This design comes from an exercise in tuning for small area on the open sky130 flow, not from production work. Only simulation tests tie the RTL to the original design; equivalence was not proved. No activity file was given, so power comes from the tool's default toggle rates.

the baseline:
==> flow/design.v (excerpt) <==
module soc_top (
    input  logic        clk,
    input  logic        rst,
    input  logic [45:0] ui,
    output logic [11:0] upc,
    output logic [31:0] mem_addr,
    output logic        mem_re,
    input  logic [31:0] mem_rdata,
    output logic        mem_we,
    output logic [31:0] mem_wdata,
    output logic        uart_tx_ready,
    output logic [7:0]  uart_tx_data,
    output logic [3:0]  flags,
    output logic        commit_valid,
    output logic [31:0] commit_instr,
    output logic [511:0] regfile_dbg
);
    wire [11:0] ui_next     = ui[11:0];
    wire        ui_jam_z    = ui[12];
    wire        ui_jam_n    = ui[13];
    wire        ui_dispatch = ui[14];
    wire        ui_endi     = ui[15];
    wire [7:0]  ui_alu_op   = ui[23:16];
    wire [3:0]  ui_src_a    = ui[27:24];
    wire [3:0]  ui_src_b    = ui[31:28];
    wire        ui_a_is_rs1 = ui[32];
    wire        ui_b_is_rs2 = ui[33];
    wire        ui_wr_rd    = ui[34];
    wire        ui_wr_pc    = ui[35];
    wire        ui_wr_mar   = ui[36];
    wire        ui_wr_mdr   = ui[37];
    wire        ui_mem_rd   = ui[39];
    wire        ui_mem_wr   = ui[40];
    wire        ui_ir_load  = ui[41];
    wire        ui_pc_inc   = ui[42];
    wire        ui_flags_we = ui[43];
    wire        ui_imm_load = ui[44];
    wire        ui_io_space = ui[45];
    logic [31:0] pc_q, ir_q, mar_q, mdr_q;
    logic [17:0] imm_q;             
    logic        n_q, z_q, c_q;
    logic [31:0] alu_y;
    logic        alu_n, alu_z, alu_c;
    wire [3:0] rd  = ir_q[25:22];
    wire [3:0] rs1 = ir_q[21:18];
    wire [3:0] rs2 = ir_q[17:14];
    wire [31:0] imm = {{14{imm_q[17]}}, imm_q};
    wire op_hi0  = (ui_alu_op[7:4] == 4'd0);
  ...
export LEC_CHECK = 0
export CAP_MARGIN = 20
export CORE_MARGIN = 2
export CORE_UTILIZATION = 40
export SLEW_MARGIN = 20
export SYNTH_HIERARCHICAL = 1
create_clock -name core_clock -period 12.0 [get_ports {clk}]
standard.sh (not shown) runs the stock make flow with config.mk's settings and CLKGATE_MAP_FILE= SYNTH_SCRIPT=/design/flow/synth_recipe.tcl, a recipe that flattens the netlist after the stock synthesis.
==> flow/flow/run.sh <==
#!/bin/bash
# Own layout flow: the standard flow (standard synthesis unchanged), with
# plain buf_1 cells as the port buffers and a clock tree built from smaller
# clock buffers without dummy loads. make's full output goes to flow_make.log;
# ORFS also keeps each step's log under orfs/logs/.
set -euo pipefail
bash standard.sh \
  "BUFFER_PORTS_ARGS=-buffer_cell sky130_fd_sc_hd__buf_1" \
  "CTS_ARGS=-sink_clustering_enable -repair_clock_nets -dont_use_dummy_load -buf_list {sky130_fd_sc_hd__clkbuf_4 sky130_fd_sc_hd__clkbuf_8}" \
  finish > flow_make.log 2>&1
diff inputs: the baseline => the candidate
Settings: changing CAP_MARGIN from 20 to 10; changing SLEW_MARGIN from 20 to 10.
==> flow/flow/run.sh <==
#!/bin/bash
# Own layout flow: the standard flow (standard synthesis unchanged), with
# plain buf_1 cells as the port buffers and a clock tree of clkbuf_8 cells
# over clusters of up to 16 sinks, without dummy loads. make's full output
# goes to flow_make.log; ORFS also keeps each step's log under orfs/logs/.
set -euo pipefail
bash standard.sh \
  "BUFFER_PORTS_ARGS=-buffer_cell sky130_fd_sc_hd__buf_1" \
  "CTS_ARGS=-sink_clustering_enable -repair_clock_nets -dont_use_dummy_load -buf_list {sky130_fd_sc_hd__clkbuf_8} -sink_clustering_size 16 -sink_clustering_max_diameter 60" \
  SKIP_REPAIR_TIE_FANOUT=1 \
  finish > flow_make.log 2>&1
Notes after the runs:
- When the candidate is measured against the baseline, its non-clock buffer count turns out 5 lower.
- Relative to the baseline, sequential share of layout area has increased by 1.1 points in the candidate.
- For post-route met1 wirelength, the candidate and the baseline come out practically identical.
- Going from the baseline to the candidate, total of fill cells in the finished design grew by about 2%; via-per-instance ratio moved down; routed wire length fell by about 0.65%; growth of design area from synthesis to finish has decreased; instance count on the critical path went up by 2.

* * *

build 3:
soc_top, a different RTL version from the one above (not shown whole).
Size in the first run: ~2400 cells after synthesis, about 710 flip-flops, ~720 I/O pins, ~0.034 mm2 of cells after synthesis.
==> flow/config.mk <==
export PLATFORM = sky130hd
export DESIGN_NAME = soc_top
export DESIGN_NICKNAME = soc_top
export VERILOG_FILES = /design/flow/design.v
export SDC_FILE = /design/flow/constraint.sdc
export NUM_CORES = 4
export LEC_CHECK = 0
export CAP_MARGIN = 10
export CORE_MARGIN = 2
export CORE_UTILIZATION = 52
export SLEW_MARGIN = 10
export SYNTH_HIERARCHICAL = 1
==> flow/constraint.sdc <==
create_clock -name core_clock -period 12.0 [get_ports {clk}]
set_input_delay 2.4000 -clock core_clock [delete_from_list [all_inputs] [get_ports {clk}]]
set_output_delay 2.4000 -clock core_clock [all_outputs]
set_load 0.01 [all_outputs]
==> flow/flow/run.sh <==
#!/bin/bash
# Own layout flow: the standard flow (standard synthesis unchanged), with
# plain buf_1 cells as the port buffers and a clock tree of clkbuf_8 cells
# over clusters of up to 14 sinks, without dummy loads. make's full output
# goes to flow_make.log; ORFS also keeps each step's log under orfs/logs/.
set -euo pipefail
bash standard.sh \
  "BUFFER_PORTS_ARGS=-buffer_cell sky130_fd_sc_hd__buf_1" \
  "CTS_ARGS=-sink_clustering_enable -repair_clock_nets -dont_use_dummy_load -buf_list {sky130_fd_sc_hd__clkbuf_8} -sink_clustering_size 14 -sink_clustering_max_diameter 60" \
  SKIP_REPAIR_TIE_FANOUT=1 \
  finish > flow_make.log 2>&1
Build 3: flow completed, timing, DRC and antenna clean
Edits applied to the flow inputs when going from build 3 to build 21:
Settings: swapping 52 for 40 in CORE_UTILIZATION.
- Comparing build 21 and build 3, minimum setup slack in the final design is lower on build 3.
- The via count reported for build 21 is lower than the one for build 3.
- Build 21 falls short of build 3 in worst-case register-to-register setup slack.
- Fraction of area in registers is higher on build 3
- Compared with build 3, build 21 shows a global-route wire length before repair that is about 3% higher.
- Diff build 3 -> build 21: number of DRC markers in iteration 0 went down by 1345, static power due to leakage went up by 0.14 nW.
- ~same number of endpoints failing setup at the final stage in build 21 and build 3
The inputs of build 51 differ from those of build 21 as listed below.
Settings: a change of CORE_UTILIZATION from 40 to 48.
Cell depth of the worst setup path | build 51 above build 21
The worst setup margin number comes out higher for build 51 vs build 21.
Compared with build 21, the detailed router inserted more vias in build 51.
The inputs of build 14 differ from those of build 51 as listed below.
Settings: CORE_UTILIZATION changed from 48 to 56.
Results
- Build 14: core utilization is 8.9 points higher than what build 51 reported.
- NOTE summed area of non-filler cells in the final layout build 51->build 14 decreased slightly
- Of build 14 and build 51, it is build 14 that has the lower number of clock-tree buffers in the layout.
- Compared with build 51, floorplan core area in build 14 decreased by more than 10%.
- Delta(area of placed instances, build 14 - build 51) < 0
- Having completed the whole flow, build 14 delivered a layout that passed the timing, design-rule and antenna checks.
- Between build 14 and build 51, the initial antenna violation count is lower for build 51.
- Power consumption delta (build 14 − build 51): favourable
- From build 51 to build 14 the numbers moved as follows: first-pass iteration count of the detailed router -2, number of cells in the finished layout apart from fillers -3.6%.

## afterwards: timing with drivers on the ports
The flow's constraints put no driver on any port. The routed layouts listed below were extracted and timed again, unchanged, in two steps. Step 1 assumes that a clkbuf_16 drives the clock port and a buf_2 every other input. Step 2 also shifts input and output timing later by t, the mid clock arrival at the registers, as if the neighbouring blocks saw the same clock. Slacks: ideal / step 1 / step 2; pairs: ideal / step 1.
run	t (ns)	setup slack, ns	worst setup path after step 2	latest minus earliest clock arrival (ns)	worst data-port slew with drivers (ns)
the baseline	0.811	1.856 / 1.875 / 1.063	input to register	0.132 / 0.133	0.16
the candidate	0.797	1.751 / 1.791 / 0.994	input to register	0.167 / 0.167	0.14
build 3	0.785	2.130 / 2.174 / 1.389	input to register	0.120 / 0.120	0.12
build 21	0.734	2.338 / 2.370 / 1.637	input to register	0.097 / 0.097	0.16
build 51	0.769	2.378 / 2.425 / 1.656	input to register	0.114 / 0.113	0.21
build 14	0.757	1.968 / 2.009 / 1.252	input to register	0.174 / 0.174	0.14
After both steps every run listed still meets setup and hold. The setup slack of the baseline, which loses most, moves by +0.019 ns with the drivers and by -0.793 ns with both steps.
